Source: an optimization exercise on an open RTL-to-GDS flow (aim: small area). Production flows keep margins and buffers that such runs may drop. Only simulation tests tie the RTL to the original design; equivalence was not proved. Power figures rest on the tool's default switching activity, not on a simulated workload.

==> flow/design.v <==
module hvsync_generator_1(clk, rst, vga_h_sync, vga_v_sync, xq, xr, yq);
input clk;
input rst;
output vga_h_sync, vga_v_sync;
output [7:0] xq;
output [2:0] xr;
output [7:0] yq;
reg [7:0] xq;
reg [2:0] xr;
reg [7:0] yq;
reg [1:0] yr;
wire xr_last = (xr == 3'd5);
wire line_end = (xq == 8'hff) & (xr == 3'd2);         
wire frame_end = (yq == 8'd170) & (yr == 2'd1);       
always @(posedge clk)
if (rst) begin
	xq <= 8'hff;                                      
	xr <= 3'd3;
end else begin
	xr <= xr_last ? 3'd0 : xr + 3'd1;
	if (xr_last) xq <= xq + 8'd1;
end
always @(posedge clk)
if (rst | (line_end & frame_end)) begin
	yq <= 8'd0;
	yr <= 2'd0;
end else if (line_end) begin
	yr <= (yr == 2'd2) ? 2'd0 : yr + 2'd1;
	if (yr == 2'd2) yq <= yq + 8'd1;
end
wire hs = ((xq == 8'hff) & (xr >= 3'd3)) | (xq < 8'd4) | ((xq == 8'd4) & (xr <= 3'd4));
wire vs = (yq == 8'd166) & (yr == 2'd2);              
reg vga_HS, vga_VS;
always @(posedge clk)
begin
	vga_HS <= hs;
	vga_VS <= vs;
end
assign vga_h_sync = ~vga_HS;
assign vga_v_sync = ~vga_VS;
endmodule
module bannerdraw_3 (
    input [7:0] xq,
    input [2:0] xr,
    input [7:0] yq,
    output out
  );
  wire new_n21, new_n22, new_n23, new_n24, new_n25, new_n26, new_n27,
    new_n28, new_n29, new_n30, new_n31, new_n32, new_n33, new_n34, new_n35,
    new_n36, new_n37, new_n38, new_n39, new_n40, new_n41, new_n42, new_n43,
    new_n44, new_n45, new_n46, new_n47, new_n48, new_n49, new_n50, new_n51,
    new_n52, new_n53, new_n54, new_n55, new_n56, new_n57, new_n58, new_n59,
    new_n60, new_n61, new_n62, new_n63, new_n64, new_n65, new_n66, new_n67,
    new_n68, new_n69, new_n70, new_n71, new_n72, new_n73, new_n74, new_n75,
    new_n76, new_n77, new_n78, new_n79, new_n80, new_n81, new_n82, new_n83,
    new_n84, new_n85, new_n86, new_n87, new_n88, new_n89, new_n90, new_n91,
    new_n92, new_n93, new_n94, new_n95, new_n96, new_n97, new_n98, new_n99,
    new_n100, new_n101, new_n102, new_n103, new_n104, new_n105, new_n106,
    new_n107, new_n108, new_n109, new_n110, new_n111, new_n112, new_n113,
    new_n114, new_n115, new_n116, new_n117, new_n118, new_n119, new_n120,
    new_n121, new_n122, new_n123, new_n124, new_n125, new_n126, new_n127,
    new_n128, new_n129, new_n130, new_n131, new_n132, new_n133, new_n134,
    new_n135, new_n136, new_n137, new_n138, new_n139, new_n140, new_n141,
    new_n142, new_n143, new_n144, new_n145, new_n146, new_n147, new_n148,
    new_n149, new_n150, new_n151, new_n152, new_n153, new_n154, new_n155,
    new_n156, new_n157, new_n158, new_n159, new_n160, new_n161, new_n162,
    new_n163, new_n164, new_n165, new_n166, new_n167, new_n168, new_n169,
    new_n170, new_n171, new_n172, new_n173, new_n174, new_n175, new_n176,
    new_n177, new_n178, new_n179, new_n180, new_n181, new_n182, new_n183,
    new_n184, new_n185, new_n186, new_n187, new_n188, new_n189, new_n190,
    new_n191, new_n192, new_n193, new_n194, new_n195, new_n196, new_n197,
    new_n198, new_n199, new_n200, new_n201, new_n202, new_n203, new_n204,
    new_n205, new_n206, new_n207, new_n208, new_n209, new_n210, new_n211,
    new_n212, new_n213, new_n214, new_n215, new_n216, new_n217, new_n218,
    new_n219, new_n220, new_n221, new_n222, new_n223, new_n224, new_n225,
    new_n226, new_n227, new_n228, new_n229, new_n230, new_n231, new_n232,
    new_n233, new_n234, new_n235, new_n236, new_n237, new_n238, new_n239,
    new_n240, new_n241, new_n242, new_n243, new_n244, new_n245, new_n246,
    new_n247, new_n248, new_n249, new_n250, new_n251, new_n252, new_n253,
    new_n254, new_n255, new_n256, new_n257, new_n258, new_n259, new_n260,
    new_n261, new_n262, new_n263, new_n264, new_n265, new_n266, new_n267,
    new_n268, new_n269, new_n270, new_n271, new_n272, new_n273, new_n274,
    new_n275, new_n276, new_n277, new_n278, new_n279, new_n280, new_n281,
    new_n282, new_n283, new_n284, new_n285, new_n286, new_n287, new_n288,
    new_n289, new_n290, new_n291, new_n292, new_n293, new_n294, new_n295,
    new_n296, new_n297, new_n298, new_n299, new_n300, new_n301, new_n302,
    new_n303, new_n304, new_n305, new_n306, new_n307, new_n308, new_n309,
    new_n310, new_n311, new_n312, new_n313, new_n314, new_n315, new_n316,
    new_n317, new_n318, new_n319, new_n320, new_n321, new_n322, new_n323,
    new_n324, new_n325, new_n326, new_n327, new_n328, new_n329, new_n330,
    new_n331, new_n332, new_n333, new_n334, new_n335, new_n336, new_n337,
    new_n338, new_n339, new_n340, new_n341, new_n342, new_n343, new_n344,
    new_n345, new_n346, new_n347, new_n348, new_n349, new_n350, new_n351,
    new_n352, new_n353, new_n354, new_n355, new_n356, new_n357, new_n358,
    new_n359, new_n360, new_n361, new_n362, new_n363, new_n364, new_n365,
    new_n366, new_n367, new_n368, new_n369, new_n370, new_n371, new_n372,
    new_n373, new_n374, new_n375, new_n376, new_n377, new_n378, new_n379,
    new_n380, new_n381, new_n382, new_n383, new_n384, new_n385, new_n386,
    new_n387, new_n388, new_n389, new_n390, new_n391, new_n392, new_n393,
    new_n394, new_n395, new_n396, new_n397, new_n398, new_n399, new_n400,
    new_n401, new_n402, new_n403, new_n404, new_n405, new_n406, new_n407,
    new_n408, new_n409, new_n410, new_n411, new_n412, new_n413, new_n414,
    new_n415, new_n416, new_n417, new_n418, new_n419, new_n420, new_n421,
    new_n422, new_n423, new_n424, new_n425, new_n426, new_n427, new_n428,
    new_n429, new_n430, new_n431, new_n432, new_n433, new_n434, new_n435,
    new_n436, new_n437, new_n438, new_n439, new_n440, new_n441, new_n442,
    new_n443, new_n444, new_n445, new_n446, new_n447, new_n448, new_n449,
    new_n450, new_n451, new_n452, new_n453, new_n454, new_n455, new_n456,
    new_n457, new_n458, new_n459, new_n460, new_n461, new_n462, new_n463,
    new_n464, new_n465, new_n466, new_n467, new_n468, new_n469, new_n470,
    new_n471, new_n472, new_n473, new_n474, new_n475, new_n476, new_n477,
    new_n478, new_n479, new_n480, new_n481, new_n482, new_n483, new_n484,
    new_n485, new_n486, new_n487, new_n488, new_n489, new_n490, new_n491,
    new_n492, new_n493, new_n494, new_n495, new_n496, new_n497, new_n498,
    new_n499, new_n500, new_n501, new_n502, new_n503, new_n504, new_n505,
    new_n506, new_n507, new_n508, new_n509, new_n510, new_n511, new_n512,
    new_n513, new_n514, new_n515, new_n516, new_n517, new_n518, new_n519,
    new_n520, new_n521, new_n522, new_n523, new_n524, new_n525, new_n526,
    new_n527, new_n528, new_n529, new_n530, new_n531, new_n532, new_n533,
    new_n534, new_n535, new_n536, new_n537, new_n538, new_n539, new_n540,
    new_n541, new_n542, new_n543, new_n544, new_n545, new_n546, new_n547,
    new_n548, new_n549, new_n550, new_n551, new_n552, new_n553, new_n554,
    new_n555, new_n556, new_n557, new_n558, new_n559, new_n560, new_n561,
    new_n562, new_n563, new_n564, new_n565, new_n566, new_n567, new_n568,
    new_n569, new_n570, new_n571, new_n572, new_n573, new_n574, new_n575,
    new_n576, new_n577, new_n578, new_n579, new_n580, new_n581, new_n582,
    new_n583, new_n584, new_n585, new_n586, new_n587, new_n588, new_n589,
    new_n590, new_n591, new_n592, new_n593, new_n594, new_n595, new_n596,
    new_n597, new_n598, new_n599, new_n600, new_n601, new_n602, new_n603,
    new_n604, new_n605, new_n606, new_n607, new_n608, new_n609, new_n610,
    new_n611, new_n612, new_n613, new_n614, new_n615, new_n616, new_n617,
    new_n618, new_n619, new_n620, new_n621, new_n622, new_n623, new_n624,
    new_n625, new_n626, new_n627, new_n628, new_n629, new_n630, new_n631,
    new_n632, new_n633, new_n634, new_n635, new_n636, new_n637, new_n638,
    new_n639, new_n640, new_n641, new_n642, new_n643, new_n644, new_n645,
    new_n646, new_n647, new_n648;
  assign new_n21 = ~yq[2] & ~yq[1];
  assign new_n22 = ~yq[6] & yq[5];
  assign new_n23 = ~yq[7] & new_n22;
  assign new_n24 = yq[3] & new_n23;
  assign new_n25 = ~yq[0] & new_n24;
  assign new_n26 = new_n21 & new_n25;
  assign new_n27 = ~yq[4] & ~new_n26;
  assign new_n28 = ~yq[3] & ~yq[2];
  assign new_n29 = yq[6] & ~yq[5];
  assign new_n30 = ~yq[7] & new_n29;
  assign new_n31 = yq[1] & ~yq[0];
  assign new_n32 = new_n30 & new_n31;
  assign new_n33 = new_n28 & new_n32;
  assign new_n34 = yq[4] & ~new_n33;
  assign new_n35 = ~new_n27 & ~new_n34;
  assign new_n36 = ~xq[2] & ~new_n35;
  assign new_n37 = ~xq[3] & new_n36;
  assign new_n38 = yq[3] & new_n30;
  assign new_n39 = yq[1] & new_n38;
  assign new_n40 = yq[1] & yq[0];
  assign new_n41 = new_n23 & new_n40;
  assign new_n42 = yq[3] & new_n41;
  assign new_n43 = ~yq[2] & ~new_n42;
  assign new_n44 = ~new_n39 & new_n43;
  assign new_n45 = new_n24 & new_n31;
  assign new_n46 = yq[2] & ~new_n45;
  assign new_n47 = ~new_n44 & ~new_n46;
  assign new_n48 = yq[4] & ~new_n47;
  assign new_n49 = yq[0] & new_n39;
  assign new_n50 = ~yq[3] & new_n30;
  assign new_n51 = ~yq[0] & new_n50;
  assign new_n52 = ~yq[1] & new_n51;
  assign new_n53 = ~yq[2] & ~new_n52;
  assign new_n54 = ~new_n49 & new_n53;
  assign new_n55 = yq[2] & ~new_n42;
  assign new_n56 = ~new_n54 & ~new_n55;
  assign new_n57 = ~yq[4] & ~new_n56;
  assign new_n58 = xq[2] & ~new_n57;
  assign new_n59 = ~new_n48 & new_n58;
  assign new_n60 = new_n38 & ~new_n40;
  assign new_n61 = yq[2] & ~new_n60;
  assign new_n62 = ~yq[2] & ~new_n39;
  assign new_n63 = ~new_n61 & ~new_n62;
  assign new_n64 = yq[4] & new_n63;
  assign new_n65 = yq[2] & ~yq[1];
  assign new_n66 = yq[0] & new_n38;
  assign new_n67 = yq[0] & new_n24;
  assign new_n68 = ~new_n66 & ~new_n67;
  assign new_n69 = new_n65 & ~new_n68;
  assign new_n70 = ~yq[4] & new_n69;
  assign new_n71 = ~new_n64 & ~new_n70;
  assign new_n72 = ~xq[2] & ~new_n71;
  assign new_n73 = xq[3] & ~new_n72;
  assign new_n74 = ~new_n59 & new_n73;
  assign new_n75 = ~xq[3] & xq[2];
  assign new_n76 = yq[2] & ~new_n49;
  assign new_n77 = ~new_n43 & ~new_n76;
  assign new_n78 = ~yq[4] & ~new_n77;
  assign new_n79 = yq[1] & new_n25;
  assign new_n80 = new_n61 & ~new_n79;
  assign new_n81 = ~new_n44 & ~new_n80;
  assign new_n82 = yq[4] & ~new_n81;
  assign new_n83 = ~new_n78 & ~new_n82;
  assign new_n84 = new_n75 & ~new_n83;
  assign new_n85 = ~new_n74 & ~new_n84;
  assign new_n86 = ~new_n37 & new_n85;
  assign new_n87 = ~xq[1] & ~new_n86;
  assign new_n88 = ~yq[2] & new_n52;
  assign new_n89 = yq[1] & ~new_n25;
  assign new_n90 = ~yq[0] & new_n38;
  assign new_n91 = ~yq[1] & ~new_n90;
  assign new_n92 = ~new_n89 & ~new_n91;
  assign new_n93 = yq[2] & new_n92;
  assign new_n94 = ~yq[4] & ~new_n93;
  assign new_n95 = ~new_n88 & new_n94;
  assign new_n96 = yq[2] & ~new_n24;
  assign new_n97 = ~new_n60 & new_n96;
  assign new_n98 = ~yq[2] & ~new_n40;
  assign new_n99 = ~new_n24 & ~new_n38;
  assign new_n100 = ~yq[2] & new_n99;
  assign new_n101 = ~new_n98 & ~new_n100;
  assign new_n102 = ~new_n97 & new_n101;
  assign new_n103 = yq[4] & ~new_n102;
  assign new_n104 = ~new_n95 & ~new_n103;
  assign new_n105 = xq[3] & ~xq[2];
  assign new_n106 = ~new_n104 & new_n105;
  assign new_n107 = yq[2] & yq[1];
  assign new_n108 = new_n90 & new_n107;
  assign new_n109 = new_n25 & new_n65;
  assign new_n110 = ~new_n108 & ~new_n109;
  assign new_n111 = ~yq[4] & new_n110;
  assign new_n112 = ~yq[2] & new_n49;
  assign new_n113 = yq[4] & ~new_n112;
  assign new_n114 = ~yq[1] & ~new_n24;
  assign new_n115 = ~new_n38 & new_n114;
  assign new_n116 = yq[1] & ~new_n90;
  assign new_n117 = yq[2] & ~new_n116;
  assign new_n118 = ~new_n115 & new_n117;
  assign new_n119 = new_n113 & ~new_n118;
  assign new_n120 = ~new_n111 & ~new_n119;
  assign new_n121 = new_n75 & ~new_n120;
  assign new_n122 = ~xq[3] & ~xq[2];
  assign new_n123 = new_n21 & new_n67;
  assign new_n124 = ~yq[4] & ~new_n123;
  assign new_n125 = ~new_n88 & new_n124;
  assign new_n126 = yq[1] & ~new_n67;
  assign new_n127 = yq[0] & new_n50;
  assign new_n128 = ~yq[1] & ~new_n127;
  assign new_n129 = ~new_n126 & ~new_n128;
  assign new_n130 = ~yq[2] & ~new_n129;
  assign new_n131 = ~new_n96 & ~new_n130;
  assign new_n132 = yq[4] & ~new_n131;
  assign new_n133 = ~new_n125 & ~new_n132;
  assign new_n134 = new_n122 & ~new_n133;
  assign new_n135 = xq[3] & xq[2];
  assign new_n136 = yq[3] & new_n32;
  assign new_n137 = ~yq[2] & new_n136;
  assign new_n138 = ~yq[4] & ~new_n137;
  assign new_n139 = ~yq[3] & new_n23;
  assign new_n140 = ~yq[0] & new_n139;
  assign new_n141 = ~yq[1] & new_n140;
  assign new_n142 = new_n62 & ~new_n141;
  assign new_n143 = ~yq[2] & ~new_n142;
  assign new_n144 = yq[4] & ~new_n143;
  assign new_n145 = ~new_n138 & ~new_n144;
  assign new_n146 = new_n135 & ~new_n145;
  assign new_n147 = ~new_n134 & ~new_n146;
  assign new_n148 = ~new_n121 & new_n147;
  assign new_n149 = ~new_n106 & new_n148;
  assign new_n150 = xq[1] & ~new_n149;
  assign new_n151 = ~new_n87 & ~new_n150;
  assign new_n152 = xq[0] & ~new_n151;
  assign new_n153 = ~yq[4] & ~new_n110;
  assign new_n154 = new_n105 & ~new_n153;
  assign new_n155 = ~new_n46 & ~new_n54;
  assign new_n156 = ~yq[4] & ~new_n155;
  assign new_n157 = ~new_n43 & ~new_n46;
  assign new_n158 = yq[4] & ~new_n157;
  assign new_n159 = ~new_n156 & ~new_n158;
  assign new_n160 = new_n135 & ~new_n159;
  assign new_n161 = ~new_n154 & ~new_n160;
  assign new_n162 = ~yq[1] & ~new_n66;
  assign new_n163 = ~new_n116 & ~new_n162;
  assign new_n164 = yq[2] & ~new_n163;
  assign new_n165 = ~yq[2] & ~new_n32;
  assign new_n166 = ~new_n164 & ~new_n165;
  assign new_n167 = yq[4] & ~new_n166;
  assign new_n168 = ~xq[2] & ~new_n167;
  assign new_n169 = ~new_n27 & new_n168;
  assign new_n170 = ~xq[3] & ~new_n169;
  assign new_n171 = ~yq[1] & ~new_n51;
  assign new_n172 = ~new_n89 & ~new_n171;
  assign new_n173 = ~yq[2] & new_n172;
  assign new_n174 = ~yq[4] & ~new_n173;
  assign new_n175 = xq[2] & ~new_n174;
  assign new_n176 = ~new_n126 & ~new_n171;
  assign new_n177 = ~yq[2] & ~new_n176;
  assign new_n178 = ~new_n96 & ~new_n177;
  assign new_n179 = yq[4] & ~new_n178;
  assign new_n180 = new_n175 & ~new_n179;
  assign new_n181 = new_n170 & ~new_n180;
  assign new_n182 = new_n161 & ~new_n181;
  assign new_n183 = ~xq[1] & ~xq[0];
  assign new_n184 = ~new_n182 & new_n183;
  assign new_n185 = xq[1] & ~xq[0];
  assign new_n186 = ~new_n116 & ~new_n171;
  assign new_n187 = ~yq[2] & new_n186;
  assign new_n188 = ~yq[4] & ~new_n187;
  assign new_n189 = new_n21 & new_n140;
  assign new_n190 = yq[4] & ~new_n189;
  assign new_n191 = ~yq[2] & ~new_n141;
  assign new_n192 = ~new_n99 & ~new_n191;
  assign new_n193 = ~new_n40 & new_n192;
  assign new_n194 = new_n190 & ~new_n193;
  assign new_n195 = ~new_n188 & ~new_n194;
  assign new_n196 = new_n135 & ~new_n195;
  assign new_n197 = new_n21 & new_n127;
  assign new_n198 = yq[4] & ~new_n197;
  assign new_n199 = ~new_n124 & ~new_n198;
  assign new_n200 = ~xq[2] & ~new_n199;
  assign new_n201 = ~xq[3] & new_n200;
  assign new_n202 = yq[2] & ~new_n92;
  assign new_n203 = yq[4] & new_n136;
  assign new_n204 = yq[4] & ~new_n43;
  assign new_n205 = ~new_n203 & ~new_n204;
  assign new_n206 = ~new_n202 & ~new_n205;
  assign new_n207 = ~yq[4] & new_n77;
  assign new_n208 = xq[2] & ~new_n207;
  assign new_n209 = ~new_n206 & new_n208;
  assign new_n210 = ~xq[3] & new_n209;
  assign new_n211 = ~yq[2] & ~new_n136;
  assign new_n212 = yq[4] & ~new_n211;
  assign new_n213 = ~new_n96 & new_n212;
  assign new_n214 = ~new_n70 & ~new_n213;
  assign new_n215 = new_n105 & new_n214;
  assign new_n216 = ~new_n210 & ~new_n215;
  assign new_n217 = ~new_n201 & new_n216;
  assign new_n218 = ~new_n196 & new_n217;
  assign new_n219 = new_n185 & ~new_n218;
  assign new_n220 = ~new_n184 & ~new_n219;
  assign new_n221 = ~new_n152 & new_n220;
  assign new_n222 = xr[2] & ~new_n221;
  assign new_n223 = xr[2] & xr[1];
  assign new_n224 = ~xq[7] & xq[6];
  assign new_n225 = ~new_n223 & new_n224;
  assign new_n226 = xr[0] & new_n152;
  assign new_n227 = ~new_n78 & ~new_n158;
  assign new_n228 = new_n75 & ~new_n227;
  assign new_n229 = yq[4] & ~new_n23;
  assign new_n230 = new_n50 & new_n98;
  assign new_n231 = new_n229 & ~new_n230;
  assign new_n232 = ~new_n24 & ~new_n30;
  assign new_n233 = ~yq[4] & new_n232;
  assign new_n234 = ~new_n231 & ~new_n233;
  assign new_n235 = new_n122 & ~new_n234;
  assign new_n236 = ~new_n74 & ~new_n235;
  assign new_n237 = ~new_n228 & new_n236;
  assign new_n238 = ~xq[1] & ~new_n237;
  assign new_n239 = ~new_n150 & ~new_n238;
  assign new_n240 = xq[0] & ~xr[0];
  assign new_n241 = ~new_n239 & new_n240;
  assign new_n242 = new_n220 & ~new_n241;
  assign new_n243 = ~new_n226 & new_n242;
  assign new_n244 = xr[1] & ~new_n243;
  assign new_n245 = ~new_n39 & new_n177;
  assign new_n246 = ~new_n97 & ~new_n245;
  assign new_n247 = yq[4] & ~new_n246;
  assign new_n248 = new_n175 & ~new_n247;
  assign new_n249 = ~xq[3] & ~new_n248;
  assign new_n250 = yq[4] & ~new_n63;
  assign new_n251 = ~xq[2] & ~new_n111;
  assign new_n252 = ~new_n250 & new_n251;
  assign new_n253 = xq[2] & ~new_n48;
  assign new_n254 = ~new_n156 & new_n253;
  assign new_n255 = xq[3] & ~new_n254;
  assign new_n256 = ~new_n252 & new_n255;
  assign new_n257 = ~new_n249 & ~new_n256;
  assign new_n258 = ~xq[1] & new_n257;
  assign new_n259 = new_n24 & ~new_n142;
  assign new_n260 = ~new_n40 & new_n259;
  assign new_n261 = new_n144 & ~new_n260;
  assign new_n262 = ~new_n188 & ~new_n261;
  assign new_n263 = new_n135 & ~new_n262;
  assign new_n264 = ~yq[2] & ~new_n38;
  assign new_n265 = ~new_n98 & ~new_n264;
  assign new_n266 = yq[4] & new_n265;
  assign new_n267 = ~new_n97 & new_n266;
  assign new_n268 = ~new_n70 & ~new_n267;
  assign new_n269 = ~xq[2] & new_n268;
  assign new_n270 = xq[3] & new_n269;
  assign new_n271 = ~new_n80 & new_n101;
  assign new_n272 = yq[4] & ~new_n271;
  assign new_n273 = ~new_n78 & ~new_n272;
  assign new_n274 = new_n75 & ~new_n273;
  assign new_n275 = ~new_n201 & ~new_n274;
  assign new_n276 = ~new_n270 & new_n275;
  assign new_n277 = ~new_n263 & new_n276;
  assign new_n278 = xq[1] & new_n277;
  assign new_n279 = xq[0] & ~new_n278;
  assign new_n280 = ~new_n258 & new_n279;
  assign new_n281 = xq[2] & new_n133;
  assign new_n282 = new_n170 & ~new_n281;
  assign new_n283 = new_n24 & new_n65;
  assign new_n284 = yq[4] & new_n283;
  assign new_n285 = new_n154 & ~new_n284;
  assign new_n286 = ~new_n282 & ~new_n285;
  assign new_n287 = new_n24 & ~new_n98;
  assign new_n288 = yq[4] & ~new_n287;
  assign new_n289 = ~new_n95 & ~new_n288;
  assign new_n290 = new_n135 & ~new_n289;
  assign new_n291 = ~xq[1] & ~new_n290;
  assign new_n292 = new_n286 & new_n291;
  assign new_n293 = ~new_n36 & ~new_n209;
  assign new_n294 = ~xq[3] & ~new_n293;
  assign new_n295 = yq[4] & new_n137;
  assign new_n296 = ~new_n70 & ~new_n295;
  assign new_n297 = ~xq[2] & ~new_n296;
  assign new_n298 = ~new_n43 & ~new_n80;
  assign new_n299 = yq[4] & ~new_n298;
  assign new_n300 = new_n58 & ~new_n299;
  assign new_n301 = xq[3] & ~new_n300;
  assign new_n302 = ~new_n297 & new_n301;
  assign new_n303 = ~new_n294 & ~new_n302;
  assign new_n304 = xq[1] & new_n303;
  assign new_n305 = ~new_n292 & ~new_n304;
  assign new_n306 = ~xq[0] & new_n305;
  assign new_n307 = ~new_n280 & ~new_n306;
  assign new_n308 = ~xr[2] & ~xr[1];
  assign new_n309 = xr[0] & new_n308;
  assign new_n310 = ~new_n307 & new_n309;
  assign new_n311 = ~new_n244 & ~new_n310;
  assign new_n312 = ~xr[0] & new_n308;
  assign new_n313 = xq[1] & new_n218;
  assign new_n314 = new_n161 & ~new_n249;
  assign new_n315 = ~xq[1] & new_n314;
  assign new_n316 = xq[0] & ~new_n315;
  assign new_n317 = ~new_n313 & new_n316;
  assign new_n318 = new_n105 & ~new_n120;
  assign new_n319 = ~new_n104 & new_n135;
  assign new_n320 = ~new_n318 & ~new_n319;
  assign new_n321 = ~new_n282 & new_n320;
  assign new_n322 = new_n183 & ~new_n321;
  assign new_n323 = ~new_n86 & new_n185;
  assign new_n324 = ~new_n322 & ~new_n323;
  assign new_n325 = ~new_n317 & new_n324;
  assign new_n326 = new_n312 & ~new_n325;
  assign new_n327 = new_n311 & ~new_n326;
  assign new_n328 = new_n225 & new_n327;
  assign new_n329 = ~new_n222 & new_n328;
  assign new_n330 = yq[2] & ~new_n90;
  assign new_n331 = ~new_n107 & ~new_n330;
  assign new_n332 = new_n212 & new_n331;
  assign new_n333 = ~xq[3] & ~new_n332;
  assign new_n334 = xq[3] & ~new_n64;
  assign new_n335 = ~new_n135 & ~new_n334;
  assign new_n336 = new_n185 & new_n335;
  assign new_n337 = ~new_n333 & new_n336;
  assign new_n338 = ~xq[2] & new_n203;
  assign new_n339 = ~yq[2] & new_n338;
  assign new_n340 = xq[3] & ~new_n339;
  assign new_n341 = ~new_n164 & new_n266;
  assign new_n342 = xq[2] & ~new_n341;
  assign new_n343 = ~new_n61 & new_n266;
  assign new_n344 = ~xq[2] & ~new_n343;
  assign new_n345 = xq[1] & ~new_n344;
  assign new_n346 = ~new_n342 & new_n345;
  assign new_n347 = ~xq[1] & new_n64;
  assign new_n348 = ~xq[3] & ~new_n347;
  assign new_n349 = ~new_n346 & new_n348;
  assign new_n350 = xq[0] & ~new_n349;
  assign new_n351 = ~new_n340 & new_n350;
  assign new_n352 = ~new_n337 & ~new_n351;
  assign new_n353 = ~xq[6] & ~new_n223;
  assign new_n354 = xq[7] & new_n353;
  assign new_n355 = ~new_n352 & new_n354;
  assign new_n356 = xq[4] & ~new_n355;
  assign new_n357 = ~new_n329 & new_n356;
  assign new_n358 = xq[2] & ~new_n295;
  assign new_n359 = ~new_n108 & new_n113;
  assign new_n360 = yq[4] & ~new_n359;
  assign new_n361 = ~xq[2] & ~new_n360;
  assign new_n362 = ~new_n358 & ~new_n361;
  assign new_n363 = xq[3] & new_n362;
  assign new_n364 = ~xq[3] & new_n339;
  assign new_n365 = ~xq[1] & ~new_n364;
  assign new_n366 = ~new_n363 & new_n365;
  assign new_n367 = yq[4] & ~new_n21;
  assign new_n368 = ~new_n107 & new_n367;
  assign new_n369 = new_n38 & new_n368;
  assign new_n370 = ~xq[2] & new_n369;
  assign new_n371 = ~xq[3] & ~new_n370;
  assign new_n372 = xq[1] & new_n371;
  assign new_n373 = ~new_n366 & ~new_n372;
  assign new_n374 = new_n308 & ~new_n373;
  assign new_n375 = ~xq[3] & ~new_n338;
  assign new_n376 = xq[1] & ~new_n375;
  assign new_n377 = ~new_n308 & ~new_n376;
  assign new_n378 = ~new_n363 & new_n377;
  assign new_n379 = xq[3] & new_n358;
  assign new_n380 = ~new_n164 & new_n212;
  assign new_n381 = new_n105 & ~new_n380;
  assign new_n382 = ~new_n379 & ~new_n381;
  assign new_n383 = xq[1] & ~new_n382;
  assign new_n384 = ~new_n378 & ~new_n383;
  assign new_n385 = xq[0] & new_n384;
  assign new_n386 = ~new_n374 & new_n385;
  assign new_n387 = ~xq[3] & ~new_n339;
  assign new_n388 = xq[2] & new_n343;
  assign new_n389 = new_n387 & ~new_n388;
  assign new_n390 = ~xq[3] & ~xq[1];
  assign new_n391 = ~new_n389 & new_n390;
  assign new_n392 = xr[1] & ~new_n391;
  assign new_n393 = new_n339 & new_n390;
  assign new_n394 = xr[2] & ~new_n393;
  assign new_n395 = ~new_n392 & ~new_n394;
  assign new_n396 = xq[2] & new_n64;
  assign new_n397 = ~new_n21 & new_n90;
  assign new_n398 = yq[4] & new_n397;
  assign new_n399 = ~xq[2] & new_n398;
  assign new_n400 = ~new_n396 & ~new_n399;
  assign new_n401 = xq[3] & new_n400;
  assign new_n402 = xq[1] & ~new_n401;
  assign new_n403 = ~new_n371 & new_n402;
  assign new_n404 = ~new_n395 & ~new_n403;
  assign new_n405 = ~xq[2] & ~new_n64;
  assign new_n406 = xq[2] & ~new_n203;
  assign new_n407 = ~new_n405 & ~new_n406;
  assign new_n408 = new_n390 & new_n407;
  assign new_n409 = xq[3] & xq[1];
  assign new_n410 = ~new_n400 & new_n409;
  assign new_n411 = new_n308 & ~new_n410;
  assign new_n412 = ~new_n408 & new_n411;
  assign new_n413 = ~new_n404 & ~new_n412;
  assign new_n414 = ~xq[0] & new_n413;
  assign new_n415 = ~new_n386 & ~new_n414;
  assign new_n416 = new_n354 & ~new_n415;
  assign new_n417 = ~new_n24 & ~new_n90;
  assign new_n418 = yq[2] & ~new_n417;
  assign new_n419 = ~new_n90 & new_n126;
  assign new_n420 = ~new_n128 & ~new_n419;
  assign new_n421 = ~yq[2] & new_n420;
  assign new_n422 = yq[4] & ~new_n421;
  assign new_n423 = ~new_n418 & new_n422;
  assign new_n424 = ~new_n124 & ~new_n423;
  assign new_n425 = new_n135 & ~new_n424;
  assign new_n426 = ~new_n136 & new_n191;
  assign new_n427 = new_n331 & ~new_n426;
  assign new_n428 = yq[4] & ~new_n427;
  assign new_n429 = ~new_n138 & ~new_n428;
  assign new_n430 = new_n122 & ~new_n429;
  assign new_n431 = xq[3] & ~new_n398;
  assign new_n432 = ~new_n207 & new_n431;
  assign new_n433 = ~xq[2] & new_n432;
  assign new_n434 = ~new_n45 & new_n330;
  assign new_n435 = ~new_n205 & ~new_n434;
  assign new_n436 = ~new_n70 & ~new_n435;
  assign new_n437 = new_n75 & new_n436;
  assign new_n438 = ~new_n433 & ~new_n437;
  assign new_n439 = ~new_n430 & new_n438;
  assign new_n440 = ~new_n425 & new_n439;
  assign new_n441 = xq[1] & new_n440;
  assign new_n442 = new_n21 & new_n66;
  assign new_n443 = ~yq[4] & ~new_n442;
  assign new_n444 = ~xq[2] & ~new_n443;
  assign new_n445 = yq[0] & new_n139;
  assign new_n446 = yq[4] & ~new_n445;
  assign new_n447 = ~new_n367 & ~new_n446;
  assign new_n448 = new_n444 & new_n447;
  assign new_n449 = ~xq[3] & ~new_n448;
  assign new_n450 = new_n58 & ~new_n288;
  assign new_n451 = new_n449 & ~new_n450;
  assign new_n452 = ~xq[2] & new_n153;
  assign new_n453 = yq[0] & new_n283;
  assign new_n454 = yq[4] & ~new_n88;
  assign new_n455 = ~new_n453 & new_n454;
  assign new_n456 = new_n175 & ~new_n455;
  assign new_n457 = xq[3] & ~new_n456;
  assign new_n458 = ~new_n452 & new_n457;
  assign new_n459 = ~new_n451 & ~new_n458;
  assign new_n460 = ~xq[1] & new_n459;
  assign new_n461 = xq[0] & ~new_n460;
  assign new_n462 = ~new_n441 & new_n461;
  assign new_n463 = new_n251 & ~new_n359;
  assign new_n464 = ~yq[1] & new_n127;
  assign new_n465 = ~yq[2] & new_n464;
  assign new_n466 = ~yq[1] & ~new_n67;
  assign new_n467 = new_n418 & ~new_n466;
  assign new_n468 = new_n113 & ~new_n467;
  assign new_n469 = ~new_n465 & new_n468;
  assign new_n470 = xq[2] & ~new_n469;
  assign new_n471 = ~new_n125 & new_n470;
  assign new_n472 = ~new_n463 & ~new_n471;
  assign new_n473 = xq[3] & ~new_n472;
  assign new_n474 = ~new_n82 & ~new_n94;
  assign new_n475 = new_n75 & new_n474;
  assign new_n476 = ~new_n473 & ~new_n475;
  assign new_n477 = ~new_n61 & ~new_n142;
  assign new_n478 = yq[4] & ~new_n477;
  assign new_n479 = ~new_n138 & ~new_n478;
  assign new_n480 = new_n122 & new_n479;
  assign new_n481 = xq[1] & ~new_n480;
  assign new_n482 = new_n476 & new_n481;
  assign new_n483 = ~xq[0] & new_n482;
  assign new_n484 = ~new_n24 & new_n164;
  assign new_n485 = new_n101 & ~new_n484;
  assign new_n486 = yq[4] & ~new_n485;
  assign new_n487 = new_n58 & ~new_n486;
  assign new_n488 = ~yq[1] & new_n445;
  assign new_n489 = ~new_n265 & ~new_n488;
  assign new_n490 = new_n331 & ~new_n489;
  assign new_n491 = yq[4] & ~new_n490;
  assign new_n492 = new_n444 & ~new_n491;
  assign new_n493 = ~new_n487 & ~new_n492;
  assign new_n494 = ~xq[3] & ~new_n493;
  assign new_n495 = ~new_n114 & ~new_n116;
  assign new_n496 = yq[2] & ~new_n495;
  assign new_n497 = new_n212 & ~new_n496;
  assign new_n498 = ~xq[2] & ~new_n70;
  assign new_n499 = ~new_n497 & new_n498;
  assign new_n500 = ~new_n76 & ~new_n177;
  assign new_n501 = ~yq[4] & new_n500;
  assign new_n502 = new_n66 & ~new_n116;
  assign new_n503 = new_n496 & ~new_n502;
  assign new_n504 = ~new_n205 & ~new_n503;
  assign new_n505 = xq[2] & ~new_n504;
  assign new_n506 = ~new_n501 & new_n505;
  assign new_n507 = xq[3] & ~new_n506;
  assign new_n508 = ~new_n499 & new_n507;
  assign new_n509 = ~new_n494 & ~new_n508;
  assign new_n510 = new_n183 & new_n509;
  assign new_n511 = ~new_n483 & ~new_n510;
  assign new_n512 = new_n225 & new_n511;
  assign new_n513 = ~new_n462 & new_n512;
  assign new_n514 = ~new_n416 & ~new_n513;
  assign new_n515 = ~xq[4] & new_n514;
  assign new_n516 = ~xq[5] & ~new_n515;
  assign new_n517 = ~new_n357 & new_n516;
  assign new_n518 = ~new_n344 & ~new_n358;
  assign new_n519 = xq[3] & ~new_n518;
  assign new_n520 = xq[1] & ~new_n389;
  assign new_n521 = ~new_n519 & new_n520;
  assign new_n522 = xq[2] & new_n369;
  assign new_n523 = new_n387 & ~new_n522;
  assign new_n524 = new_n335 & ~new_n523;
  assign new_n525 = ~xq[1] & new_n524;
  assign new_n526 = ~new_n521 & ~new_n525;
  assign new_n527 = xq[0] & ~new_n526;
  assign new_n528 = ~xq[3] & ~new_n407;
  assign new_n529 = ~new_n340 & ~new_n528;
  assign new_n530 = new_n185 & new_n529;
  assign new_n531 = ~new_n527 & ~new_n530;
  assign new_n532 = xq[4] & new_n531;
  assign new_n533 = new_n308 & ~new_n532;
  assign new_n534 = new_n21 & new_n90;
  assign new_n535 = ~yq[4] & ~new_n534;
  assign new_n536 = new_n28 & new_n31;
  assign new_n537 = new_n23 & new_n536;
  assign new_n538 = yq[4] & ~new_n537;
  assign new_n539 = ~new_n535 & ~new_n538;
  assign new_n540 = new_n122 & new_n539;
  assign new_n541 = xq[3] & ~new_n358;
  assign new_n542 = ~new_n405 & new_n541;
  assign new_n543 = new_n75 & new_n341;
  assign new_n544 = ~new_n542 & ~new_n543;
  assign new_n545 = ~new_n540 & new_n544;
  assign new_n546 = xq[1] & ~new_n545;
  assign new_n547 = ~xq[2] & ~new_n369;
  assign new_n548 = ~new_n358 & ~new_n547;
  assign new_n549 = xq[3] & ~new_n548;
  assign new_n550 = ~new_n396 & new_n449;
  assign new_n551 = ~new_n549 & ~new_n550;
  assign new_n552 = ~xq[1] & new_n551;
  assign new_n553 = ~new_n546 & ~new_n552;
  assign new_n554 = xq[0] & ~new_n553;
  assign new_n555 = new_n122 & new_n145;
  assign new_n556 = ~yq[4] & ~new_n50;
  assign new_n557 = ~yq[3] & new_n21;
  assign new_n558 = new_n23 & ~new_n557;
  assign new_n559 = yq[4] & ~new_n558;
  assign new_n560 = ~new_n556 & ~new_n559;
  assign new_n561 = new_n75 & new_n560;
  assign new_n562 = ~new_n555 & ~new_n561;
  assign new_n563 = new_n183 & ~new_n562;
  assign new_n564 = ~new_n554 & ~new_n563;
  assign new_n565 = xq[2] & new_n398;
  assign new_n566 = new_n449 & ~new_n565;
  assign new_n567 = yq[2] & new_n203;
  assign new_n568 = ~xq[2] & new_n567;
  assign new_n569 = xq[3] & ~new_n396;
  assign new_n570 = ~new_n568 & new_n569;
  assign new_n571 = ~new_n566 & ~new_n570;
  assign new_n572 = new_n185 & new_n571;
  assign new_n573 = ~xr[0] & ~new_n572;
  assign new_n574 = new_n564 & new_n573;
  assign new_n575 = new_n135 & new_n295;
  assign new_n576 = ~new_n540 & ~new_n575;
  assign new_n577 = xq[1] & new_n576;
  assign new_n578 = xq[0] & ~new_n577;
  assign new_n579 = xq[3] & ~new_n567;
  assign new_n580 = ~new_n135 & ~new_n579;
  assign new_n581 = ~new_n566 & new_n580;
  assign new_n582 = ~xq[1] & ~new_n581;
  assign new_n583 = new_n578 & ~new_n582;
  assign new_n584 = xq[2] & new_n341;
  assign new_n585 = new_n449 & ~new_n584;
  assign new_n586 = xq[1] & ~new_n334;
  assign new_n587 = ~new_n585 & new_n586;
  assign new_n588 = ~new_n23 & ~new_n38;
  assign new_n589 = ~new_n114 & ~new_n588;
  assign new_n590 = ~yq[2] & ~new_n589;
  assign new_n591 = yq[4] & new_n590;
  assign new_n592 = new_n61 & new_n229;
  assign new_n593 = ~new_n556 & ~new_n592;
  assign new_n594 = ~new_n591 & new_n593;
  assign new_n595 = new_n75 & ~new_n594;
  assign new_n596 = ~new_n138 & ~new_n190;
  assign new_n597 = new_n122 & ~new_n596;
  assign new_n598 = ~new_n595 & ~new_n597;
  assign new_n599 = ~new_n549 & new_n598;
  assign new_n600 = ~xq[1] & new_n599;
  assign new_n601 = ~new_n587 & ~new_n600;
  assign new_n602 = ~xq[0] & ~new_n601;
  assign new_n603 = ~new_n583 & ~new_n602;
  assign new_n604 = xr[0] & new_n603;
  assign new_n605 = ~new_n574 & ~new_n604;
  assign new_n606 = ~xq[4] & ~new_n605;
  assign new_n607 = new_n533 & ~new_n606;
  assign new_n608 = xq[4] & new_n526;
  assign new_n609 = ~xq[0] & ~new_n608;
  assign new_n610 = ~xq[4] & new_n553;
  assign new_n611 = new_n609 & ~new_n610;
  assign new_n612 = ~xq[1] & new_n571;
  assign new_n613 = new_n122 & new_n560;
  assign new_n614 = xq[1] & new_n613;
  assign new_n615 = ~xq[4] & ~new_n614;
  assign new_n616 = ~new_n612 & new_n615;
  assign new_n617 = ~xq[1] & new_n529;
  assign new_n618 = new_n64 & new_n135;
  assign new_n619 = xq[1] & new_n618;
  assign new_n620 = xq[4] & ~new_n619;
  assign new_n621 = ~new_n617 & new_n620;
  assign new_n622 = xq[0] & ~new_n621;
  assign new_n623 = ~new_n616 & new_n622;
  assign new_n624 = ~new_n611 & ~new_n623;
  assign new_n625 = ~new_n223 & ~new_n624;
  assign new_n626 = ~new_n308 & new_n625;
  assign new_n627 = ~new_n607 & ~new_n626;
  assign new_n628 = xq[6] & ~new_n627;
  assign new_n629 = new_n185 & new_n312;
  assign new_n630 = new_n618 & new_n629;
  assign new_n631 = ~new_n38 & ~new_n139;
  assign new_n632 = new_n31 & ~new_n631;
  assign new_n633 = ~yq[2] & ~new_n632;
  assign new_n634 = new_n331 & ~new_n633;
  assign new_n635 = yq[4] & ~new_n634;
  assign new_n636 = xq[0] & ~new_n535;
  assign new_n637 = ~new_n635 & new_n636;
  assign new_n638 = ~new_n312 & new_n594;
  assign new_n639 = ~xq[0] & new_n638;
  assign new_n640 = ~new_n637 & ~new_n639;
  assign new_n641 = new_n409 & ~new_n640;
  assign new_n642 = xq[2] & new_n641;
  assign new_n643 = ~new_n630 & ~new_n642;
  assign new_n644 = new_n353 & ~new_n643;
  assign new_n645 = xq[4] & new_n644;
  assign new_n646 = ~new_n628 & ~new_n645;
  assign new_n647 = xq[5] & ~new_n646;
  assign new_n648 = ~xq[7] & new_n647;
  assign out = new_n517 | new_n648;
endmodule
module mojo_top_0(clk, rst, vga_h_sync, vga_v_sync, vga_R, vga_G, vga_B, quadA, quadB);
input clk;
input rst;
output vga_h_sync, vga_v_sync, vga_R, vga_G, vga_B;
input quadA, quadB;
wire [7:0] xq;
wire [2:0] xr;
wire [7:0] yq;
wire out;
hvsync_generator_1 syncgen(.clk(clk), .rst(rst), .vga_h_sync(vga_h_sync), .vga_v_sync(vga_v_sync),
  .xq(xq), .xr(xr), .yq(yq));
bannerdraw_3 banner(.xq(xq), .xr(xr), .yq(yq), .out(out));
reg pix;
always @(posedge clk) pix <= out;
assign vga_R = pix;
assign vga_G = pix;
assign vga_B = pix;
endmodule
==> flow/run.sh <==
#!/bin/bash
# synth_recipe.tcl (not shown) runs the flow's synth.tcl, then flattens the netlist and writes it again
# the make line also repeats each setting of config.mk as NAME=value (left out here)
make -C /OpenROAD-flow-scripts/flow DESIGN_CONFIG=/design/flow/config.mk WORK_HOME=/design/flow/orfs CLKGATE_MAP_FILE= SYNTH_SCRIPT=/design/flow/synth_recipe.tcl finish
==> flow/config.mk <==
export PLATFORM = sky130hd
export DESIGN_NAME = mojo_top_0
export DESIGN_NICKNAME = mojo_top_0
export VERILOG_FILES = /design/flow/design.v
export SDC_FILE = /design/flow/constraint.sdc
export NUM_CORES = 4
export LEC_CHECK = 0
export ABC_AREA = 1
export CAP_MARGIN = 20
export CORE_MARGIN = 2
export CORE_UTILIZATION = 40
export SLEW_MARGIN = 20
export SYNTH_MEMORY_MAX_BITS = 32768
==> flow/constraint.sdc <==
create_clock -name core_clock -period 5.0 [get_ports {clk}]
set_input_delay 1.0000 -clock core_clock [delete_from_list [all_inputs] [get_ports {clk}]]
set_output_delay 1.0000 -clock core_clock [all_outputs]
set_load 0.01 [all_outputs]
==> metrics.md <==
| Metric | Value |
|---|---|
| Outcome | `timing/DRC/antenna clean` |
| Die H | `roughly 98 um` |
| Hold-fix buffers, CTS | `0` |
| Die ar. | `between 0.009 and 0.01 mm^2` |
| PwrDens | `between 100 and 150 mW/mm^2` |
| Sum of negative setup slack | `0 ns` |
| FMAX | `313.1 MHz` |
| Final Skew | `0.002738 ns` |
| Total gr overflow | `0` |
| Gr usage total | `0.2652` |
| CTS Buf Count | `3` |
| Total Wirelength | `around 13000 um` |
| Largest net degree at the start of global routing | `28` |
| Number of I/O pins | `9` |
| Worst R2R Setup Slack | `approximately 1.8 ns` |
| Final Power | `525.0 uW` |
| Hold/Removal Path Class | `flip-flop to flip-flop` |
| Crit. path cell count | `18` |
| Ys Warns | `2` |
| CP Data Required Time | `roughly 5.2 ns` |
| CP Launch Type | `flip-flop` |
| Final setup viols | `0` |
| Vias in the first global route | `about 4200` |
| CP top delay family | `simple AND/OR/NAND/NOR gates` |
| Area growth from synthesis to layout | `2.898%` |
| FF-to-FF End | `pix$_DFF_P_` |
| Post-route ant nets | `0` |
| Worst slew pin tran | `roughly 0.83 ns` |
| Worst Hold Launch | `syncgen.yr[1]$_SDFFE_PP0P_` |
| Gate Count Post-Synth | `a little under 700` |
| Maximum vdd ir drop | `~0.21 mV` |
| CTS tree | `built` |
| CP Cell Sequence | `inv_1 -> ha_1 -> nand2_1 -> o21ai_1 -> nand3_1 -> nand2_1 -> inv_1 -> nand2_1 -> nand2_1 -> inv_1 -> nand2_1 -> a21oi_2 -> nand2_1 -> nand2_1 -> nand3_1 -> o21bai_1 -> nand2_1 -> nand2_1` |
| Layout Cells excl Fill | `758` |
| Number of port buffers | `6` |
| DR iter-0 viols | `641` |
| Die X | `roughly 100 um` |
| Synth Net Count | `685` |
| Largest stage delay, worst path | `roughly 0.48 ns` |
| Longest Clk Path Bufs | `2` |
| Worst skew pair latency | `0.26 ns` |
| CTS Sinks | `24` |
| #FFs+latches synth | `24` |
| Core Rows | `34` |
| Main synth FF type | `dfxtp_1` |
| Post-CTS sizing | `0` |
| Post-synth EDFFs | `0` |
| H-Tree Depth | `1` |
| Drt via density | `~6` |
| DRC Markers | `0` |
| Net count, final | `roughly 660` |
| CP most frequent cell | `nand2_1` |
| Placed cell areas | `between 0.003 and 0.004 mm^2` |
| Crit Path Category | `flip-flop to flip-flop` |
| CP max-delay cell | `o21ai_1` |
| Final period util | `0.6388` |
| Clock Tree Root | `clkbuf_8` |
| Asr flop ratio synth | `0` |
| Routed len/inst | `16.65 um` |
| CP max FO | `13` |
| Relative max-transition margin | `0.4423` |
| Number of max-cap violations | `0` |
| Hold WS | `roughly 0.47 ns` |
| Clock Pin Slew Worst Setup and Hold Paths | `0.08 ns` |
| Drt pass-1 iters | `7` |
| Final HPWL DP | `~9600 um` |
| Initial core utilization | `0.4070` |
| Yosys cell types | `35` |
| Avg Cell Area, Syn | `5.189 um^2` |
| Core Area | `approximately 0.0086 mm^2` |
| GP Congestion | `just over 1` |
| Critical R2R Launch | `syncgen.yq[0]$_SDFFE_PP0P_` |
| Slew Limit Fails | `0` |
| # diodes | `0` |
| Filler cells | `approximately 990` |
| LEAKAGE | `0.001715 uW` |
| RSZ-0062 raised after global routing | `false` |
| Layout cells sized above 1 | `0.04615` |
| Buf+Inv Stages, Crit Path | `3` |
| Seq/Total Area, Yosys | `0.1374` |
| Final Cell Area | `0.003598 mm^2` |
| Critical Path AT | `between 3 and 4 ns` |
| CP Capture Type | `flip-flop` |
| Initial antenna violation count | `0` |
| Crit path from | `syncgen.yq[0]$_SDFFE_PP0P_` |
| Final Hold Fails | `0` |
| CP endpoint | `pix$_DFF_P_` |
| R2R cell count | `18` |
| Global-route wire length before repair | `roughly 21000 um` |
| Final min period | `around 3.2 ns` |
| # Post-CTS Setup Buffers | `0` |
| Via count | `about 4500` |
| # placed instances | `about 750` |
| Post-synthesis cell area | `~0.0035 mm^2` |
how the worst min path moves through the flow:
stage / cells after the start / end / slack (ns)
after global routing: 2 / syncgen.yr[1]$_SDFFE_PP0P_ / 0.50
final: 2 / syncgen.yr[1]$_SDFFE_PP0P_ / 0.47
after global placement: 2 / syncgen.yr[1]$_SDFFE_PP0P_ / 0.45
after detailed placement: 2 / syncgen.yr[1]$_SDFFE_PP0P_ / 0.46
after floorplan: 1 / syncgen.xr[0]$_SDFF_PP1_ / 0.43
after CTS: 2 / syncgen.yr[1]$_SDFFE_PP0P_ / 0.47
through the flow:
stage,utilization,setup WS (ns)
final,0.4188,1.806
after global routing,0.4188,1.489
after CTS,0.4188,1.913
after floorplan,-,2.811
after detailed placement,0.4123,1.933
after global placement,0.4123,1.973
logic make-up (layout without fill, tap and decap cells):
kind of cell | Yosys count | in the layout | synth area share
and+or+nand+nor | 416 | 416 | 0.5213
adders and majority gates | 7 | 7 | 0.02504
AOI/OAI and AO/OA | 108 | 108 | 0.1750
xor gates and xnor gates | 3 | 3 | 0.007515
DFF | 24 | 24 | 0.1374
buffers and inverters | 116 | 92 | 0.1338
flip-flops by register name (all words and copies together), names as in the netlist:
register and flops:
syncgen.xq 8, syncgen.yq 8, syncgen.xr 3, syncgen.yr 2, pix 1, syncgen.vga_HS 1
syncgen.vga_VS 1
cells in the final DEF (no fill, tap or decap), types with 6 or more instances in the layout:
cell,netlist,routed
a21oi_1,33,33
nand3_1,90,90
nand2_1,207,207
inv_1,73,73
o21ai_1,8,8
nor3_1,18,18
clkdlybuf4s50_1,0,6
dfxtp_1,24,24
ha_1,7,7
nor2_1,66,66
o211ai_1,10,10
nand4_1,18,18
o21ai_0,39,39
where the power goes:
part	internal, uW	switching, uW	total, uW
clock network	70.2	60.4	131
registers	203	22.9	226
logic	56.3	112	168
total	330	195	525
layer usage:
layer / global-route usage / vias to the layer above / wire [um]
li1: - / 2167 / -
met1: 0.3765 / 1984 / 5294
met2: 0.4021 / 318 / 5408
met3: 0.02806 / 49 / 1405
met4: 0.1218 / 0 / 516
met5: 0 / - / 0
worst reg2reg max path, stage by stage (launching register included):
cell and delay [ns]:
dfxtp_1 0.47, inv_1 0.48, ha_1 0.38, nand2_1 0.14, o21ai_1 0.48, nand3_1 0.19, nand2_1 0.10, inv_1 0.05
nand2_1 0.05, nand2_1 0.07, inv_1 0.05, nand2_1 0.06, a21oi_2 0.16, nand2_1 0.07, nand2_1 0.06, nand3_1 0.08
o21bai_1 0.13, nand2_1 0.08, nand2_1 0.05
cells in the mapped netlist (5+ instances only):
| cell type | count | area share |
|---|---|---|
| o21ai_1 | 8 | 0.011 |
| o211ai_1 | 10 | 0.021 |
| inv_1 | 73 | 0.078 |
| a21oi_1 | 33 | 0.047 |
| nand4_1 | 18 | 0.032 |
| o31ai_1 | 5 | 0.011 |
| nor2_1 | 66 | 0.071 |
| buf_2 | 14 | 0.020 |
| dfxtp_1 | 24 | 0.14 |
| clkbuf_1 | 15 | 0.016 |
| o21ai_0 | 39 | 0.056 |
| nor3_1 | 18 | 0.026 |
| nand2_1 | 207 | 0.22 |
| nand3_1 | 90 | 0.13 |
| ha_1 | 7 | 0.025 |
area by class of cell:
cell class,instances,area (um^2),share of cell area
well taps,108,135.1,0.03755
repair buffers,9,82.58,0.02295
clock buffers,4,55.05,0.01530
flip-flops and latches,24,480.5,0.1335
inverters,79,296.5,0.08241
multi-input cells,534,2549,0.7083

-- afterwards: timing with drivers on the ports --
How much do the figures lean on ideal ports? The routed layout below was timed once more, with nothing changed but the port constraints. Step 1 (the two cells are an assumption about what drives the block):
set clk [get_ports {clk}]
set_driving_cell -lib_cell sky130_fd_sc_hd__clkbuf_16 $clk
set_driving_cell -lib_cell sky130_fd_sc_hd__buf_2 [delete_from_list [all_inputs] $clk]
Step 2 also shifts input and output timing later by t, the mid clock arrival at the registers, as if the neighbouring blocks saw the same clock. Slacks: no drivers / after step 1 / after step 2; pairs: no drivers / after step 1.
t (ns): 0.286
slack for setup (ns): 1.806 / 1.806 / 1.806
clock arrival spread, ns: 0.002 / 0.003
pins driven straight from the clock port: 1
After both steps setup and hold are still met in this run. For this run, drivers alone change the setup slack by 0.000 ns; drivers and shift together by 0.000 ns.
